Context: an optimization exercise on an open-source flow, tuned for small area, a short achievable clock period and few clock cycles. The choices shown serve that exercise and are no tape-out recipe.
The RTL was checked by simulation tests, not by an equivalence proof against the original design.

## config.mk

```make
export PLATFORM = sky130hd
export DESIGN_NAME = mips_top
export DESIGN_NICKNAME = mips_top
export VERILOG_FILES = /design/flow/design.v
export SDC_FILE = /design/flow/constraint.sdc
export NUM_CORES = 8
export LEC_CHECK = 0
export CAP_MARGIN = 20
export CORE_MARGIN = 2
export CORE_UTILIZATION = 40
export PLACE_DENSITY = 0.6
export SLEW_MARGIN = 20
```

## constraint.sdc

```tcl
create_clock -name core_clock -period 14.0 [get_ports {clk}]
set_input_delay 2.8000 -clock core_clock [delete_from_list [all_inputs] [get_ports {clk}]]
set_output_delay 2.8000 -clock core_clock [all_outputs]
set_load 0.01 [all_outputs]
```

## design.v

```verilog
 module mips_top (   
                    input clk, 
                    input rst,
                    input port_sel,
                    input port_en,
                    input [31:0] user_input,
                    input  [31:0] mem_rdata,
                    output [7:0]  mem_addr,
                    output [31:0] mem_wdata,
                    output        mem_we,
                    output [31:0] outport,
                    output        halted);
    wire [31:0] opcode;
    wire [5:0]  ALUOp;
    wire        PCWriteCond;
    wire        PCWrite;
    wire        IorD;
    wire        MemRead;
    wire        MemWrite;
    wire        MemToReg;
    wire        IRWrite;
    wire        isSigned;
    wire [1:0]  PCSource;
    wire        ALUSrcA;
    wire [1:0]  ALUSrcB;
    wire        RegWrite;
    wire        RegDst;
    wire        JumpAndLink;
    wire        in_sel;
    wire        in_en;
    wire        port_rst;
    assign in_sel   = port_sel;
    assign in_en    = port_en;
    assign port_rst = 1'b0;
    mips_controller i_mips_controller ( .clk(clk), 
                                        .rst(rst),
                                        .opcode(opcode),
                                        .PCWriteCond(PCWriteCond),
                                        .PCWrite(PCWrite),
                                        .IorD(IorD),
                                        .MemRead(MemRead),
                                        .MemWrite(MemWrite),
                                        .MemToReg(MemToReg),
                                        .IRWrite(IRWrite),
                                        .isSigned(isSigned),
                                        .PCSource(PCSource),
                                        .ALUOp(ALUOp),
                                        .ALUSrcA(ALUSrcA),
                                        .ALUSrcB(ALUSrcB),
                                        .RegWrite(RegWrite),
                                        .RegDst(RegDst),
                                        .JumpAndLink(JumpAndLink),
                                        .halted(halted));
    mips_datapath i_mips_datapath ( .clk(clk), 
                                    .rst(rst),
                                    .port_rst(port_rst),
                                    .PCWriteCond(PCWriteCond),
                                    .PCWrite(PCWrite),
                                    .IorD(IorD),
                                    .MemRead(MemRead),
                                    .MemWrite(MemWrite),
                                    .MemToReg(MemToReg),
                                    .IRWrite(IRWrite),
                                    .JumpAndLink(JumpAndLink),
                                    .isSigned(isSigned),
                                    .PCSrc(PCSource),
                                    .ALUOp(ALUOp),
                                    .ALUSrcA(ALUSrcA),
                                    .ALUSrcB(ALUSrcB),
                                    .RegWrite(RegWrite),
                                    .RegDst(RegDst),
                                    .in_sel(in_sel),
                                    .in_en(in_en),
                                    .in0_1(user_input),
                                    .ram_rdata(mem_rdata),
                                    .ram_addr(mem_addr),
                                    .ram_wdata(mem_wdata),
                                    .ram_we(mem_we),
                                    .outport(outport),
                                    .opcode(opcode));
 endmodule
module mips_controller( input clk,
                        input rst,
                        input [31:0]    opcode,
                        output reg          PCWriteCond,
                        output reg          PCWrite,
                        output reg          IorD,
                        output reg          MemRead,
                        output reg          MemWrite,
                        output reg          MemToReg,
                        output reg          IRWrite,
                        output reg          isSigned,
                        output reg [1:0]    PCSource,
                        output reg [5:0]    ALUOp,
                        output reg          ALUSrcA,
                        output reg [1:0]    ALUSrcB,
                        output reg          RegWrite,
                        output reg          RegDst,
                        output reg          JumpAndLink,
                        output              halted);
    localparam
        INIT                = 5'd0,
        INSTRUCTION_FETCH   = 5'd1,
        INSTRUCTION_DECODE  = 5'd2,
        JUMP_STATE_0        = 5'd3,
        JUMP_STATE_1        = 5'd4,
        JR_STATE            = 5'd5,
        JUMP_LINK_STATE_0   = 5'd6,
        JUMP_LINK_STATE_1   = 5'd7,
        R_TYPE_0            = 5'd8,
        R_TYPE_1            = 5'd9,
        R_TYPE_2            = 5'd10,
        IMMEDIATE_0         = 5'd11,
        IMMEDIATE_1         = 5'd12,
        IMMEDIATE_2         = 5'd13,
        IMMEDIATE_3         = 5'd14,
        LOAD_0              = 5'd15,
        LOAD_1              = 5'd16,
        LOAD_2              = 5'd17,
        LOAD_3              = 5'd18,
        LOAD_4              = 5'd19,
        LOAD_PORT_0         = 5'd20,
        LOAD_PORT_1         = 5'd21,
        STORE_0             = 5'd22,
        STORE_1             = 5'd23,
        STORE_2             = 5'd24,
        WAIT                = 5'd25,
        BRANCH_0            = 5'd26,
        BRANCH_1            = 5'd27,
        BRANCH_2            = 5'd28,
        DUMMY_0             = 5'd29,
        DUMMY_1             = 5'd30,
        DUMMY_2             = 5'd31;
    reg [4:0] state;
    reg [4:0] debug_state;
    assign halted = (state == WAIT);
    always @(posedge clk)
    begin
        if (rst) begin
            state       <= INIT;
            PCWriteCond <= 0;
            JumpAndLink <= 0;
            PCWrite     <= 0;
            IorD        <= 0;
            MemRead     <= 0;
            MemWrite    <= 0;
            MemToReg    <= 0;
            IRWrite     <= 0;
            isSigned    <= 0;
            PCSource    <= 0;
            ALUOp       <= 0;
            ALUSrcA     <= 0;
            ALUSrcB     <= 0;
            RegWrite    <= 0;
            RegDst      <= 0;
        end else begin  
            debug_state <= state;
            PCWriteCond <= 0;
            JumpAndLink <= 0;
            PCWrite     <= 0;
            IorD        <= 0;
            MemRead     <= 0;
            MemWrite    <= 0;
            MemToReg    <= 0;
            IRWrite     <= 0;
            isSigned    <= 0;
            PCSource    <= 0;
            ALUOp       <= 6'b001001;  
            ALUSrcA     <= 0;
            ALUSrcB     <= 0;
            RegWrite    <= 0;
            RegDst      <= 0;
            case (state)
                INIT:
                    begin
                        state   <= INSTRUCTION_FETCH;
                        IRWrite <= 1;
                    end
                INSTRUCTION_FETCH:
                    begin
                        state   <= INSTRUCTION_DECODE;
                        PCWrite <= 1;
                        MemRead <= 1;
                        IRWrite <= 1;
                        ALUOp   <= 6'b001001;
                        ALUSrcB <= 2'b01;
                    end
                INSTRUCTION_DECODE:
                    begin
                        ALUSrcA <= 0;
                        ALUSrcB <= 2'b11;
                        ALUOp   <= 6'b001001;
                        case (opcode[31:26])
                            6'b000000:
                                state   <= R_TYPE_0;
                            6'b000010:
                                state   <= JUMP_STATE_0;
                            6'b000011:
                                state   <= JUMP_LINK_STATE_0;
                            6'b000100:
                                state   <= BRANCH_0;
                            6'b000101:
                                state   <= BRANCH_0;
                            6'b001001:
                                state   <= IMMEDIATE_1;
                            6'b001010:
                                state   <= IMMEDIATE_1;
                            6'b001100:
                                state   <= IMMEDIATE_1;
                            6'b001101:
                                state   <= IMMEDIATE_1;
                            6'b001110:
                                state   <= IMMEDIATE_1;
                            6'b010000:
                                state   <= IMMEDIATE_1;
                            6'b100011:
                                state   <= LOAD_0;
                            6'b101011:
                                state   <= STORE_0;
                            6'b111111:
                                state   <= WAIT;
                            default:
                                state   <= INSTRUCTION_DECODE;
                        endcase
                    end
                JUMP_STATE_0:
                    begin
                        PCWrite     <= 1;
                        PCSource    <= 2'b10;
                        state       <= JUMP_STATE_1;
                    end
                JUMP_STATE_1:
                    begin
                        PCWrite     <= 1;
                        PCSource    <= 2'b10;
                        IRWrite     <= 1;
                        state       <= INIT;  
                    end
                JR_STATE:
                    begin
                        IRWrite     <= 1;
                        state       <= INIT;  
                    end
                JUMP_LINK_STATE_0:
                    begin
                        PCWrite     <= 1;
                        PCSource    <= 2'b10;
                        JumpAndLink <= 1;
                        state       <= JUMP_LINK_STATE_1;
                    end
                JUMP_LINK_STATE_1:
                    begin
                        PCWrite     <= 1;
                        PCSource    <= 2'b10;
                        IRWrite     <= 1;
                        state       <= INIT;  
                    end
                R_TYPE_0:
                    begin
                        ALUSrcA     <= 1;
                        ALUSrcB     <= 0;
                        ALUOp       <= opcode[31:26];
                        MemToReg    <= 0;
                        RegDst      <= 1;  
                        state       <= R_TYPE_1;
                    end
                R_TYPE_1:
                    begin
                        ALUSrcA     <= 1;
                        ALUSrcB     <= 0;
                        ALUOp       <= opcode[31:26];
                        MemToReg    <= 0;
                        RegDst      <= 1;
                        RegWrite    <= 1;  
                        state       <= R_TYPE_2;
                    end
                R_TYPE_2:
                    begin
                        ALUSrcA     <= 1;
                        ALUSrcB     <= 0;
                        ALUOp       <= opcode[31:26];
                        MemToReg    <= 0;
                        RegDst      <= 1;
                        RegWrite    <= 1;
                        IRWrite     <= 1;
                        state       <= INSTRUCTION_FETCH;
                        if (opcode[5:0] == 6'b001000) begin
                            PCWrite <= 1;
                            state   <= JR_STATE;
                        end
                    end
                IMMEDIATE_0:
                    begin
                        ALUSrcA     <= 1;
                        ALUSrcB     <= 2'b10;
                        ALUOp       <= opcode[31:26];
                        state       <= IMMEDIATE_1;
                    end
                IMMEDIATE_1:
                    begin
                        ALUSrcA     <= 1;
                        ALUSrcB     <= 2'b10;
                        ALUOp       <= opcode[31:26];
                        state       <= IMMEDIATE_2;
                    end
                IMMEDIATE_2:
                    begin
                        ALUSrcA     <= 1;
                        ALUSrcB     <= 2'b10;
                        ALUOp       <= opcode[31:26];
                        RegDst      <= 0;
                        RegWrite    <= 0;
                        state       <= IMMEDIATE_3;
                    end
                IMMEDIATE_3:
                    begin
                        RegDst      <= 0;
                        RegWrite    <= 1;
                        IRWrite     <= 1;
                        state       <= INSTRUCTION_FETCH;
                    end
                LOAD_0:
                    begin
                        ALUSrcA     <= 1;
                        ALUSrcB     <= 2'b10;
                        ALUOp       <= 6'b001001;
                        state       <= LOAD_1;
                    end
                LOAD_1:
                    begin
                        ALUSrcA     <= 1;
                        ALUSrcB     <= 2'b10;
                        MemRead     <= 1;
                        IorD        <= 1;
                        ALUOp       <= 6'b001001;  
                        state       <= LOAD_2;
                    end
                LOAD_2:
                    begin
                        RegDst      <= 0;
                        MemToReg    <= 1;
                        RegWrite    <= 0;  
                        IorD        <= 1;  
                        if (opcode[15:0] == 16'hFFF8) begin
                            RegWrite    <= 1;
                            state       <= LOAD_PORT_0;
                        end else if (opcode[15:0] == 16'hFFFC) begin
                            RegWrite    <= 1;
                            state       <= LOAD_PORT_0;
                        end else begin
                            state       <= LOAD_3;
                        end
                    end
                LOAD_3:
                    begin
                        RegDst      <= 0;
                        MemToReg    <= 1;
                        RegWrite    <= 1;
                        state       <= LOAD_4;
                    end
                LOAD_4:
                    begin
                        RegDst      <= 0;
                        MemToReg    <= 1;
                        RegWrite    <= 1;  
                        IRWrite     <= 1;
                        state       <= INSTRUCTION_FETCH;
                    end
                LOAD_PORT_0:
                    begin
                        state       <= LOAD_PORT_1;
                    end
                LOAD_PORT_1:
                    begin
                        IRWrite     <= 1;
                        state       <= INSTRUCTION_FETCH;
                    end
                STORE_0:
                    begin
                        ALUSrcA     <= 1;
                        ALUSrcB     <= 2'b10;
                        ALUOp       <= 6'b001001;
                        state       <= STORE_1;
                    end
                STORE_1:
                    begin
                        MemWrite    <= 1;
                        IorD        <= 1;
                        state       <= STORE_2;
                    end
                STORE_2:
                    begin
                        MemWrite    <= 0;
                        IorD        <= 0;
                        IRWrite     <= 1;
                        state       <= INSTRUCTION_FETCH;
                    end
                WAIT:
                    begin
                        state       <= WAIT;
                    end
                BRANCH_0:
                    begin
                        PCWriteCond <= 0;
                        PCSource    <= 2'b01;
                        ALUOp       <= 6'b001001;
                        ALUSrcA     <= 0;
                        ALUSrcB     <= 2'b11;
                        state       <= BRANCH_1;
                    end
                BRANCH_1:
                    begin
                        PCWriteCond <= 1;
                        PCSource    <= 2'b01;
                        ALUOp       <= opcode[31:26];
                        ALUSrcA     <= 1;
                        ALUSrcB     <= 0;
                        state       <= BRANCH_2;
                    end
                BRANCH_2:
                    begin
                        IRWrite     <= 1;
                        state       <= INIT;  
                    end
                DUMMY_0:
                    begin
                    end
                DUMMY_1:
                    begin
                    end
                DUMMY_2:
                    begin
                    end
            endcase  
        end  
    end  
endmodule
module mips_datapath(   input           clk,
                        input           rst,
                        input           port_rst,
                        input           PCWriteCond,
                        input           PCWrite,
                        input           IorD,
                        input           MemRead,
                        input           MemWrite,
                        input           MemToReg,
                        input           IRWrite,
                        input           JumpAndLink,
                        input           isSigned,
                        input [1:0]     PCSrc,
                        input [5:0]     ALUOp,
                        input           ALUSrcA,
                        input [1:0]     ALUSrcB,
                        input           RegWrite,
                        input           RegDst,
                        input           in_sel,
                        input           in_en,
                        input [31:0]    in0_1,
                        input [31:0]    ram_rdata,
                        output [7:0]    ram_addr,
                        output [31:0]   ram_wdata,
                        output          ram_we,
                        output [31:0]   outport,
                        output [31:0]   opcode);
    wire [31:0] program_counter_reg_in;
    wire [31:0] program_counter_reg_out;
    wire [31:0] program_counter_wire;
    wire [31:0] memory_out_wire;
    wire [31:0] memory_reg_out_wire;
    wire [31:0] memory_reg_mux_wire;
    wire [31:0] instruction_wire;
    wire [4:0]  instruction_mux_wire;
    wire [31:0] alu_mux_wire;
    wire [31:0] RegA_wire;
    wire [31:0] RegB_wire;
    wire [31:0] RegA_mux_wire;
    wire [31:0] RegB_mux_wire;
    wire [4:0]  op_sel;
    wire [31:0] alu_out_lo;
    wire [31:0] alu_out_hi;
    wire [31:0] alu_reg_out;
    wire [31:0] alu_lo_reg_wire;
    wire [31:0] alu_hi_reg_wire;
    wire        bt;
    wire        lo_en;
    wire        hi_en;
    wire [1:0]  alu_mux_sel;
    wire [31:0] shifted_wire;
    wire [31:0] sign_extended_wire;
    register i_program_counter (        .clk(clk),
                                        .rst(rst),
                                        .en(PCWrite || (PCWriteCond && bt)),
                                        .in(program_counter_reg_in),
                                        .out(program_counter_reg_out));
    assign program_counter_wire = (IorD) ? alu_reg_out : program_counter_reg_out;
    memory i_inst_data_memory (         .clk(clk),
                                        .rst(rst),
                                        .port_rst(port_rst),
                                        .addr(program_counter_wire),
                                        .pc_addr(program_counter_reg_out),
                                        .MemRead(MemRead),
                                        .MemWrite(MemWrite),
                                        .inport_sel(in_sel),
                                        .inport_en(in_en),
                                        .WrData(RegB_wire),
                                        .in0_1(in0_1),
                                        .ram_rdata(ram_rdata),
                                        .ram_addr(ram_addr),
                                        .ram_wdata(ram_wdata),
                                        .ram_we(ram_we),
                                        .outport(outport),
                                        .data(memory_out_wire));
    register i_mem_data_reg (           .clk(clk),
                                        .rst(rst),
                                        .en(1'b1),
                                        .in(memory_out_wire),
                                        .out(memory_reg_out_wire));
    assign memory_reg_mux_wire = (MemToReg) ? memory_reg_out_wire : alu_mux_wire;
    register i_instruction_register (   .clk(clk),
                                        .rst(rst),
                                        .en(IRWrite),
                                        .in(memory_out_wire),
                                        .out(instruction_wire));
    assign opcode = instruction_wire;
    assign instruction_mux_wire = (RegDst) ? instruction_wire[15:11] : instruction_wire[20:16];
    register_file i_register_file (     .clk(clk),
                                        .rst(rst),
                                        .wr_en(RegWrite),
                                        .JumpAndLink(JumpAndLink),
                                        .jal_addr(program_counter_reg_out),
                                        .wr_addr(instruction_mux_wire),
                                        .wr_data(memory_reg_mux_wire),
                                        .rd_addr0(instruction_wire[25:21]),
                                        .rd_addr1(instruction_wire[20:16]),
                                        .rd_data0(RegA_wire),
                                        .rd_data1(RegB_wire));
    assign sign_extended_wire = (isSigned) ? {16'hFFFF, instruction_wire[15:0]} : {16'b0, instruction_wire[15:0]};
    assign shifted_wire = {sign_extended_wire[29:0], 2'b0};
    assign RegA_mux_wire = (ALUSrcA) ? RegA_wire : program_counter_reg_out;
    assign RegB_mux_wire = (ALUSrcB[1]) ? (ALUSrcB[0] ? shifted_wire : sign_extended_wire) : (ALUSrcB[0] ? 32'd4 : RegB_wire);
    alu i_alu (                         .in0(RegA_mux_wire),
                                        .in1(RegB_mux_wire),
                                        .shift(instruction_wire[10:6]),
                                        .op(op_sel),
                                        .bt_out(bt),
                                        .result_out(alu_out_lo),
                                        .result_out_high(alu_out_hi));
    alu_controller i_alu_controller (   .ir(instruction_wire[5:0]),
                                        .op(ALUOp),
                                        .op_sel(op_sel),
                                        .hi_en(hi_en),
                                        .lo_en(lo_en),
                                        .alu_lo_hi(alu_mux_sel));
    register i_alu_out_reg (            .clk(clk),
                                        .rst(rst),
                                        .en(1'b1),
                                        .in(alu_out_lo),
                                        .out(alu_reg_out));
    register i_alu_lo_reg (             .clk(clk),
                                        .rst(rst),
                                        .en(lo_en),
                                        .in(alu_out_lo),
                                        .out(alu_lo_reg_wire));
    register i_alu_hi_reg (             .clk(clk),
                                        .rst(rst),
                                        .en(hi_en),
                                        .in(alu_out_hi),
                                        .out(alu_hi_reg_wire));
    assign alu_mux_wire = (alu_mux_sel[1]) ? (alu_mux_sel[0] ? 32'b0 : alu_hi_reg_wire) : (alu_mux_sel[0] ? alu_lo_reg_wire : alu_reg_out);
    assign program_counter_reg_in = (PCSrc[1]) ? (PCSrc[0] ? 32'b0 : ({program_counter_reg_out[31:28], instruction_wire[25:0], 2'b00})) : (PCSrc[0] ? alu_reg_out : alu_out_lo);
endmodule
module memory(  input           clk,
                input           rst,
                input           port_rst,
                input [31:0]    addr,
                input [31:0]    pc_addr,
                input           MemRead,
                input           MemWrite,
                input           inport_sel,
                input           inport_en,
                input [31:0]    WrData,
                input [31:0]    in0_1,
                input [31:0]    ram_rdata,
                output [7:0]    ram_addr,
                output [31:0]   ram_wdata,
                output          ram_we,
                output [31:0]   outport,
                output [31:0]   data);
    wire        wr_en;
    wire        out_en;
    wire        in0_en;
    wire        in1_en;
    wire [1:0]  mux_sel;
    wire [31:0] inport0;
    wire [31:0] inport1;
    wire [31:0] ram_data;
    assign in0_en = (inport_sel == 1'b0 && inport_en == 1'b1) ? 1 : 0;
    assign in1_en = (inport_sel == 1'b1 && inport_en == 1'b1) ? 1 : 0;
    assign ram_addr  = out_en ? pc_addr[9:2] : addr[9:2];
    assign ram_wdata = WrData;
    assign ram_we    = wr_en;
    assign ram_data  = ram_rdata;
    memory_controller i_memory_controller ( .addr(addr),
                                            .MemRead(MemRead),
                                            .MemWrite(MemWrite),
                                            .wr_en(wr_en),
                                            .out_en(out_en),
                                            .mux_sel(mux_sel));
    register i_inport0_register (   .clk(clk),
                                    .rst(port_rst),
                                    .en(in0_en),
                                    .in(in0_1),
                                    .out(inport0));
    register i_inport1_register (   .clk(clk),
                                    .rst(port_rst),
                                    .en(in1_en),
                                    .in(in0_1),
                                    .out(inport1));
    register i_outport_register (   .clk(clk),
                                    .rst(rst),
                                    .en(out_en),
                                    .in(WrData),
                                    .out(outport));
    assign data = (mux_sel[1]) ? (mux_sel[0] ? 32'b0 : inport1) : (mux_sel[0] ? inport0 : ram_data);
endmodule
module memory_controller(   input [31:0]    addr,
                            input           MemRead,
                            input           MemWrite,
                            output reg         wr_en,
                            output reg         out_en,
                            output reg [1:0]    mux_sel);
    localparam
        USER_PORT_0 = 32'h0000FFF8,
        USER_PORT_1 = 32'h0000FFFC,
        USER_PORT_2 = 32'h0000FFFC;
    always @(*)
    begin
        wr_en   = 0;
        out_en  = 0;
        mux_sel = 0;
        if (MemRead) begin
            if (addr == USER_PORT_0)
                mux_sel = 2'b01;
            else if (addr == USER_PORT_1)
                mux_sel = 2'b10;
            else
                mux_sel = 0;
        end else if (MemWrite) begin
            if (addr == USER_PORT_2)
                out_en  = 1;
            else
                wr_en   = 1;
        end
    end
endmodule
module register(    input               clk,
                    input               rst,
                    input               en,
                    input      [31:0]   in,
                    output reg [31:0]   out);
    always @(posedge clk)
    begin
        if (rst)
            out <= 0;
        else begin
            if (en)
                out <= in;
        end
    end
endmodule
module register_file(   input           clk,
                        input           rst,
                        input           wr_en,
                        input           JumpAndLink,
                        input  [31:0]   jal_addr,
                        input  [4:0]    wr_addr,
                        input  [31:0]   wr_data,
                        input  [4:0]    rd_addr0,
                        input  [4:0]    rd_addr1,
                        output reg [31:0]   rd_data0,
                        output reg [31:0]   rd_data1);
    reg [31:0] registers [0:31];
    wire [31:0] rd_next0 = (rd_addr0 == 5'b0) ? 32'b0 :
                           (wr_en && wr_addr == rd_addr0) ? wr_data :
                           (JumpAndLink && rd_addr0 == 5'd31) ? jal_addr :
                           registers[rd_addr0];
    wire [31:0] rd_next1 = (rd_addr1 == 5'b0) ? 32'b0 :
                           (wr_en && wr_addr == rd_addr1) ? wr_data :
                           (JumpAndLink && rd_addr1 == 5'd31) ? jal_addr :
                           registers[rd_addr1];
    integer i;
    always @(posedge clk)
    begin
        if (rst == 1) begin
            for (i = 0; i < 32; i = i + 1)
                registers[i] <= 32'b0;
        end else begin  
            if (JumpAndLink)
                registers[31] <= jal_addr;
            if (wr_en) begin
                if (wr_addr == 5'b0) begin
                    registers[0] <= 32'b0;
                end else begin  
                    registers[wr_addr] <= wr_data;
                end  
            end  
            rd_data0 <= rd_next0;
            rd_data1 <= rd_next1;
        end  
    end  
endmodule
module alu( input [31:0]        in0,
            input [31:0]        in1,
            input [4:0]         shift,
            input [4:0]         op,
            output          bt_out,
            output [31:0]   result_out,
            output [31:0]   result_out_high);
    localparam
        ADD     = 5'd0,
        SUB     = 5'd1,
        MULTS   = 5'd2, 
        MULTU   = 5'd3,
        AND     = 5'd4,
        SRL     = 5'd5,
        SRA     = 5'd6,
        SLT     = 5'd7,
        BGT     = 5'd8,
        BLTE    = 5'd9,
        OR      = 5'd10,
        XOR     = 5'd11,
        BEQ     = 5'd12,
        BNE     = 5'd13,
        BLT     = 5'd14,
        BGTE    = 5'd15,
        SLL     = 5'd16,
        JA      = 5'd17,
        JAL     = 5'd18,
        JR      = 5'd19,
        MFHI    = 5'd20,
        MFLO    = 5'd21,
        SLTU    = 5'd22,
        SW      = 5'd23,
        LW      = 5'd24;
    reg [63:0] tmp_unsigned;
    reg signed [63:0] tmp_signed;
    reg [31:0] result;
    reg [31:0] result_high;
    reg bt;
    assign bt_out = bt;
    assign result_out = result;
    assign result_out_high = result_high;
    always @ (in0 or in1 or shift or op) begin
        tmp_unsigned    = 0;
        tmp_signed      = 0;
        bt              = 0;
        result          = 0;
        result_high     = 0;
        case(op)
            ADD :
                begin
                    result      = in0 + in1;
                end  
            SUB :
                begin
                    result      = in0 - in1;
                end  
            MULTS:
                begin
                    tmp_signed  = $signed(in0) * $signed(in1);
                    result      = tmp_signed[31:0];
                    result_high = tmp_signed[63:32];
                end
            MULTU:
                begin
                    tmp_unsigned    = in0 * in1;
                    result          = tmp_unsigned[31:0];
                    result_high     = tmp_unsigned[63:32];
                end
            AND:
                begin
                    result  = in0 & in1;
                end
            SRL:
                begin
                    result  = in1 >> shift;
                end
            SRA:
                begin
                    result = in1 >>> shift;
                end
            SLT:
                begin
                    if ($signed(in0) < $signed(in1))
                        result = 32'b1;
                end
            BGT:
                begin
                    if ($signed(in0) > $signed(0))
                        bt = 1'b1;
                end
            BLTE:
                begin
                    if ($signed(in0) <= $signed(0))
                        bt = 1'b1;
                end
            OR:
                begin
                    result = in0 | in1;
                end
            XOR:
                begin
                    result = in0 ^ in1;
                end
            BEQ:
                begin
                    if ($signed(in0) == $signed(in1))
                        bt = 1;
                end
            BNE:
                begin
                    if ($signed(in0) != $signed(in1))
                        bt = 1;
                end
            BLT:
                begin
                    if ($signed(in0) < $signed(0))
                        bt = 1;
                end
            BGTE:
                begin
                    if ($signed(in0) >= $signed(0))
                        bt = 1;
                end
            SLL:
                begin
                    result = in1 << shift;
                end
            SW:
                begin
                    result = in0 + in1;
                end
            LW:
                begin
                    result = in0 + in1;
                end
        endcase  
    end  
endmodule
module alu_controller(  input [5:0]         ir,
                        input [5:0]         op,
                        output reg [4:0]    op_sel,
                        output reg          hi_en,
                        output reg          lo_en,
                        output reg [1:0]    alu_lo_hi);
    localparam
        ADD     = 5'd0,
        SUB     = 5'd1,
        MULTS   = 5'd2, 
        MULTU   = 5'd3,
        AND     = 5'd4,
        SRL     = 5'd5,
        SRA     = 5'd6,
        SLT     = 5'd7,
        BGT     = 5'd8,
        BLTE    = 5'd9,
        OR      = 5'd10,
        XOR     = 5'd11,
        BEQ     = 5'd12,
        BNE     = 5'd13,
        BLT     = 5'd14,
        BGTE    = 5'd15,
        SLL     = 5'd16,
        JA      = 5'd17,
        JAL     = 5'd18,
        JR      = 5'd19,
        MFHI    = 5'd20,
        MFLO    = 5'd21,
        SLTU    = 5'd22,
        SW      = 5'd23,
        LW      = 5'd24;
    always @ (*) begin
        op_sel      = 0;
        hi_en       = 0;
        lo_en       = 0;
        alu_lo_hi   = 0;
        case(op)
            6'b000000:
                case(ir)
                6'b100001 :
                    begin
                        op_sel      = ADD;
                        hi_en       = 0;
                        lo_en       = 0;
                        alu_lo_hi   = 0;
                    end  
                6'b100011 :
                    begin
                        op_sel      = SUB;
                        hi_en       = 0;
                        lo_en       = 0;
                        alu_lo_hi   = 0;
                    end  
                6'b011000:
                    begin
                        op_sel      = MULTS;
                        hi_en       = 1;
                        lo_en       = 1;
                        alu_lo_hi   = 0;
                    end
                6'b011001:
                    begin
                        op_sel      = MULTU;
                        hi_en       = 1;
                        lo_en       = 1;
                        alu_lo_hi   = 0;
                    end
                6'b100100:
                    begin
                        op_sel      = AND;
                        hi_en       = 0;
                        lo_en       = 0;
                        alu_lo_hi   = 0;
                    end
                6'b000010:
                    begin
                        op_sel      = SRL;
                        hi_en       = 0;
                        lo_en       = 0;
                        alu_lo_hi   = 0;
                    end
                6'b000011:
                    begin
                        op_sel      = SRA;
                        hi_en       = 0;
                        lo_en       = 0;
                        alu_lo_hi   = 0;
                    end
                6'b101010:
                    begin
                        op_sel      = SLT;
                        hi_en       = 0;
                        lo_en       = 0;
                        alu_lo_hi   = 0;
                    end
                6'b101011:
                    begin
                        op_sel      = SLT;
                        hi_en       = 0;
                        lo_en       = 0;
                        alu_lo_hi   = 0;
                    end
                6'b100101:
                    begin
                        op_sel      = OR;
                        hi_en       = 0;
                        lo_en       = 0;
                        alu_lo_hi   = 0;
                    end
                6'b100110:
                    begin
                        op_sel      = XOR;
                        hi_en       = 0;
                        lo_en       = 0;
                        alu_lo_hi   = 0;
                    end
                6'b000000:
                    begin
                        op_sel      = SLL;
                        hi_en       = 0;
                        lo_en       = 0;
                        alu_lo_hi   = 0;
                    end
                6'b001000:
                    begin
                        op_sel      = ADD;
                        hi_en       = 0;
                        lo_en       = 0;
                        alu_lo_hi   = 0;
                    end
                6'b010000:  
                    begin
                        op_sel      = MFHI;
                        hi_en       = 0;
                        lo_en       = 0;
                        alu_lo_hi   = 2'b10;
                   end
                6'b010010:  
                    begin
                        op_sel      = MFLO;
                        hi_en       = 0;
                        lo_en       = 0;
                        alu_lo_hi   = 2'b01;
                  end
                endcase  
            6'b001001:
                begin
                    op_sel      = ADD;
                    hi_en       = 0;
                    lo_en       = 0;
                    alu_lo_hi   = 0;
                end
            6'b010000:
                begin
                    op_sel      = SUB;
                    hi_en       = 0;
                    lo_en       = 0;
                    alu_lo_hi   = 0;
                end
            6'b001100:
                begin
                    op_sel      = AND;
                    hi_en       = 0;
                    lo_en       = 0;
                    alu_lo_hi   = 0;
                end
            6'b001101:
                begin
                    op_sel      = OR;
                    hi_en       = 0;
                    lo_en       = 0;
                    alu_lo_hi   = 0;
                end
            6'b001110:
                begin
                    op_sel      = XOR;
                    hi_en       = 0;
                    lo_en       = 0;
                    alu_lo_hi   = 0;
                end
            6'b100011:
                begin
                    op_sel      = ADD;
                    hi_en       = 0;
                    lo_en       = 0;
                    alu_lo_hi   = 0;
                end
            6'b101011:
                begin
                    op_sel      = ADD;
                    hi_en       = 0;
                    lo_en       = 0;
                    alu_lo_hi   = 0;
                end
            6'b000100:
                begin
                    op_sel      = BEQ;
                    hi_en       = 0;
                    lo_en       = 0;
                    alu_lo_hi   = 0;
                end
            6'b000101:
                begin
                    op_sel      = BNE;
                    hi_en       = 0;
                    lo_en       = 0;
                    alu_lo_hi   = 0;
                end
            6'b000110:
                begin
                    op_sel      = BLTE;
                    hi_en       = 0;
                    lo_en       = 0;
                    alu_lo_hi   = 0;
                end
            6'b000111:
                begin
                    op_sel      = BGT;
                    hi_en       = 0;
                    lo_en       = 0;
                    alu_lo_hi   = 0;
                end
            6'b000001:
                begin
                    op_sel      = BLT;
                    hi_en       = 0;
                    lo_en       = 0;
                    alu_lo_hi   = 0;
                end
        endcase  
    end  
endmodule
```

## run.sh

```bash
#!/bin/bash
# synth_recipe.tcl (not shown) runs the flow's synth.tcl, then flattens the netlist and writes it again
# the make line also repeats each setting of config.mk as NAME=value (left out here)
make -C /OpenROAD-flow-scripts/flow DESIGN_CONFIG=/design/flow/config.mk WORK_HOME=/design/flow/orfs CLKGATE_MAP_FILE= SYNTH_SCRIPT=/design/flow/synth_recipe.tcl finish
```

==> results.txt <==
-- metal layers --
metal | up-vias | wire length, µm | track usage
met5 | - | 87 | 0
met4 | 12 | 35600 | 0.183
met3 | 1452 | 52000 | 0.0574
met2 | 6205 | 228000 | 0.480
met1 | 50500 | 186000 | 0.398
li1 | 40400 | - | -
-- synth_stat cells (146+ instances only) --
cell	n
mux4_2	680
buf_1	148
nor2_1	2072
clkbuf_1	649
inv_1	1666
mux2i_1	197
a21oi_1	402
nand3_1	146
ha_1	493
fa_1	1474
dfxtp_1	263
edfxtp_1	1152
nand2_1	846
o21ai_0	312
-- kinds of logic (layout without fill, tap and decap cells) --
group | after synthesis | in the layout | share of synthesized area
AOI/OAI and AO/OA | 1542 | 1542 | 0.0792
xor gates and xnor gates | 143 | 143 | 0.00970
adders and majority gates | 1967 | 1967 | 0.276
buffers and inverters | 2560 | 2450 | 0.0752
DFF | 1415 | 1415 | 0.309
muxes | 938 | 938 | 0.139
other | 1 | 41 | 0.0000290
and+or+nand+nor | 3502 | 3502 | 0.112
-- critical path: cells and delay by family, from the launching register on --
kind | cells | cell delay (ns)
compound gates | 7 | 2.35
xor+xnor | 1 | 0.19
fa+ha+maj | 10 | 5.04
buf+inv | 8 | 2.05
flops | 1 | 0.31
simple gates | 5 | 0.99
-- worst paths after layout --
path / from / endpoint / slack, ns / depth (start not counted)
worst min-delay path: i_mips_datapath.i_instruction_register.out[30]$_SDFFE_PP0P_ / i_mips_controller.ALUOp[4]$_SDFF_PP0_ / 0.46 / 1
worst max register to register: i_mips_controller.ALUSrcB[1]$_SDFF_PP0_ / i_mips_datapath.i_alu_hi_reg.out[30]$_SDFFE_PP0P_ / 2.89 / 31
worst max-delay path: i_mips_controller.ALUSrcB[1]$_SDFF_PP0_ / i_mips_datapath.i_alu_hi_reg.out[30]$_SDFFE_PP0P_ / 2.89 / 31
worst min register to register: i_mips_datapath.i_instruction_register.out[30]$_SDFFE_PP0P_ / i_mips_controller.ALUOp[4]$_SDFF_PP0_ / 0.46 / 1
-- final cells by class --
class,instances,area share
Inverter,1700,0.0453
Tap cell,4305,0.0382
Clock inverter,86,0.00559
Multi-Input combinational cell,8124,0.570
Timing Repair Buffer,463,0.0278
Clock buffer,201,0.0300
Sequential cell,1415,0.283
Antenna cell,9,0.000160
-- state kept, by name (all words and copies together), names as in the netlist, 5 cells and up, named ones only --
register,cells
i_mips_datapath.i_register_file.registers,1024
i_mips_datapath.i_alu_hi_reg.out,32
i_mips_datapath.i_mem_data_reg.out,32
i_mips_controller.ALUOp,6
i_mips_datapath.i_register_file.rd_data0,32
i_mips_datapath.i_instruction_register.out,32
i_mips_datapath.i_alu_lo_reg.out,32
i_mips_datapath.i_inst_data_memory.i_inport0_register.out,32
i_mips_controller.state,5
i_mips_datapath.i_program_counter.out,32
i_mips_datapath.i_inst_data_memory.i_inport1_register.out,32
i_mips_datapath.i_register_file.rd_data1,32
i_mips_datapath.i_inst_data_memory.i_outport_register.out,32
i_mips_datapath.i_alu_out_reg.out,32
-- through the flow --
step	cell area [µm²]	hold slack, ns
2_1_floorplan	129000	0.421
3_3_place_gp	136000	0.441
3_5_place_dp	136000	0.442
4_1_cts	141000	0.456
5_1_grt	141000	0.478
6_report	141000	0.457
==> results.txt <==
- Via/cell ratio: 6.04
- STA classifies the critical path endpoint as a flip-flop.
- After detailed routing, the total wire length is 501000 µm.
* Setup TNS: 0 ns
- Sequential-to-total area share from yosys stat: 0.309
- For this run, design rule violations remaining after detail routing come to 0.
- Starting density of the core: 0.402
* Initial antenna violation count: 26
- Place WS: 3.14 ns
- The count of buffers added on input and output ports is 141.
- Leading cell type in the layout, fill and taps excluded: nor2_1
* Hold_buf cts: 0
- Post-CTS repair changed the size of 0 cells.
- Along the worst path, the maximum fanout reaches 37.
- Number of synthesized flops with an enable pin: 1152
- Endpoint required time on the critical path: 14.73 ns
- The die covers 327000 µm².
* Mapped cell area: 129000 µm²
* Post-detailed-route wirelength per cell: 30.8 µm
- Before antenna repair, the detailed router went through 8 iterations.
* Via count: 98500
* Number of cells produced by synthesis: 12100
- Max Buffers Root-to-Sink: 3
* Number of global-route vias before repair: 99200
* Yosys top cell by area: edfxtp_1
* Final weighted congestion in routability-driven placement: 1.04
- Detailed placement HPWL: 355000 µm
- Class of the tightest hold or removal check: flip-flop to flip-flop
- The flow ran to the end and the layout has no timing, DRC or antenna violations.
* Number of rows in the core area: 208
- In this design, the critical path's most frequently occurring cell is fa_1.
- Transition time at the pin with the least slew margin: 1.29 ns
* Setup violation total in the final timing report: 0
- In the final layout, flip-flops and latches occupy 39900 µm².
- Category of the worst setup path launch point: flip-flop
- ANT nets after route: 0
* Max capacitance violation total: 0
* Final worst path period share: 0.794
- For this run, asynchronously set or reset flops after synthesis account for 0.
- H-Tree Level Count: 4
- Largest net degree at the start of global routing: 143
- Vertical die dimension: 572 µm
- Final Max Slew Viols: 0
* Latest clock arrival within the worst-skew pair: 0.84 ns
* Number of warnings reported in the yosys synthesis log: 6
- Peak clock frequency supported by timing: 90.0 MHz
- From left edge to right edge, the die measures 572 µm.
- Gr ovfl total: 0
* Area of combinational cells with multiple inputs: 80400 µm²
* Worst Path Class, Setup: flip-flop to flip-flop
- Worst-path cell with the longest stage delay: buf_4
- Proportion of layout cells with a drive suffix above 1: 0.126
* Post-CTS setup repair buffer count: 0
- The region available for standard cell placement spans 321000 µm².
* Worst slew margin: 0.139
* Fill cell instance count of the final layout: 30300
* Share of the synthesized area in the top cell type: 0.268
* Total routing resource utilization after global routing: 0.307
* Number of sinks on the clock net: 1415
- Counting distinct cell types in the post-synthesis netlist gives 109.
* Min cycle time layout: 11.11 ns
* Signed area change from the synthesized netlist to the final layout: 9.20%
- TritonCTS built the clock tree.
- Leaving out fill and tap cells, the most frequent cells in the layout are nor2_1 (2067), inv_1 (1658), fa_1 (1474), edfxtp_1 (1152), nand2_1 (787).
* I/O Pins: 142
* Cells taking the most area after synthesis: edfxtp_1 (27%), fa_1 (23%), mux4_2 (12%)
- Final core utilization: 0.439
- The largest single stage delay on the critical path is 0.64 ns.
- Data arrives at the worst endpoint at 11.84 ns.
* Top_reg_cell synth: edfxtp_1
* Inserted Clock Buffers: 158
- The first global-routing pass estimated 721000 µm of wire.
* Final clock skew: 0.0613 ns
- Cell total after placement: 16000
* Clock transition at the registers of the reported paths: 0.06 ns
- After the last flow step, the layout net total stands at 13900.
- The hold violation total from the final report came to 0.
- Flops & latches, synth: 1415
* CTS Root Cell: clkbuf_16
- Setup slack closes at 2.89 ns.
* RSZ-0062 raised after global routing: no
- The finished layout holds 16300 standard cells, fillers aside.
- Dividing the synthesized area by the synthesized cell count gives 10.7 µm².
- In this run, the number of DRC markers left after iteration 0 of detailed routing was 13200.
Testbench counts, summed over its fixed seeds: cycles 724,827.

-- re-timing with driven ports --
The results above use ideal ports. As a check the final layout listed here was re-extracted and re-timed, cells and wires unchanged.
Step 1 (the two cells are an assumption about what drives the block):
set clk [get_ports {clk}]
set_driving_cell -lib_cell sky130_fd_sc_hd__clkbuf_16 $clk
set_driving_cell -lib_cell sky130_fd_sc_hd__buf_2 [delete_from_list [all_inputs] $clk]
Step 2, shift: input delay + t, output delay - t, t = (earliest + latest rising clock arrival at the registers) / 2. This alone moves slack from input paths to output paths.
Slacks: ideal ports / drivers / drivers and shift; pairs: ideal ports / drivers.
shift t [ns]: 0.899
setup slack, ns: 2.888 / 2.888 / 2.888
clock arrival spread, ns: 0.063 / 0.063
cell pins on the clock port's net: 1
After both steps setup and hold are still met in this run. The setup slack of this run moves by 0.000 ns with the drivers and by 0.000 ns with both steps.
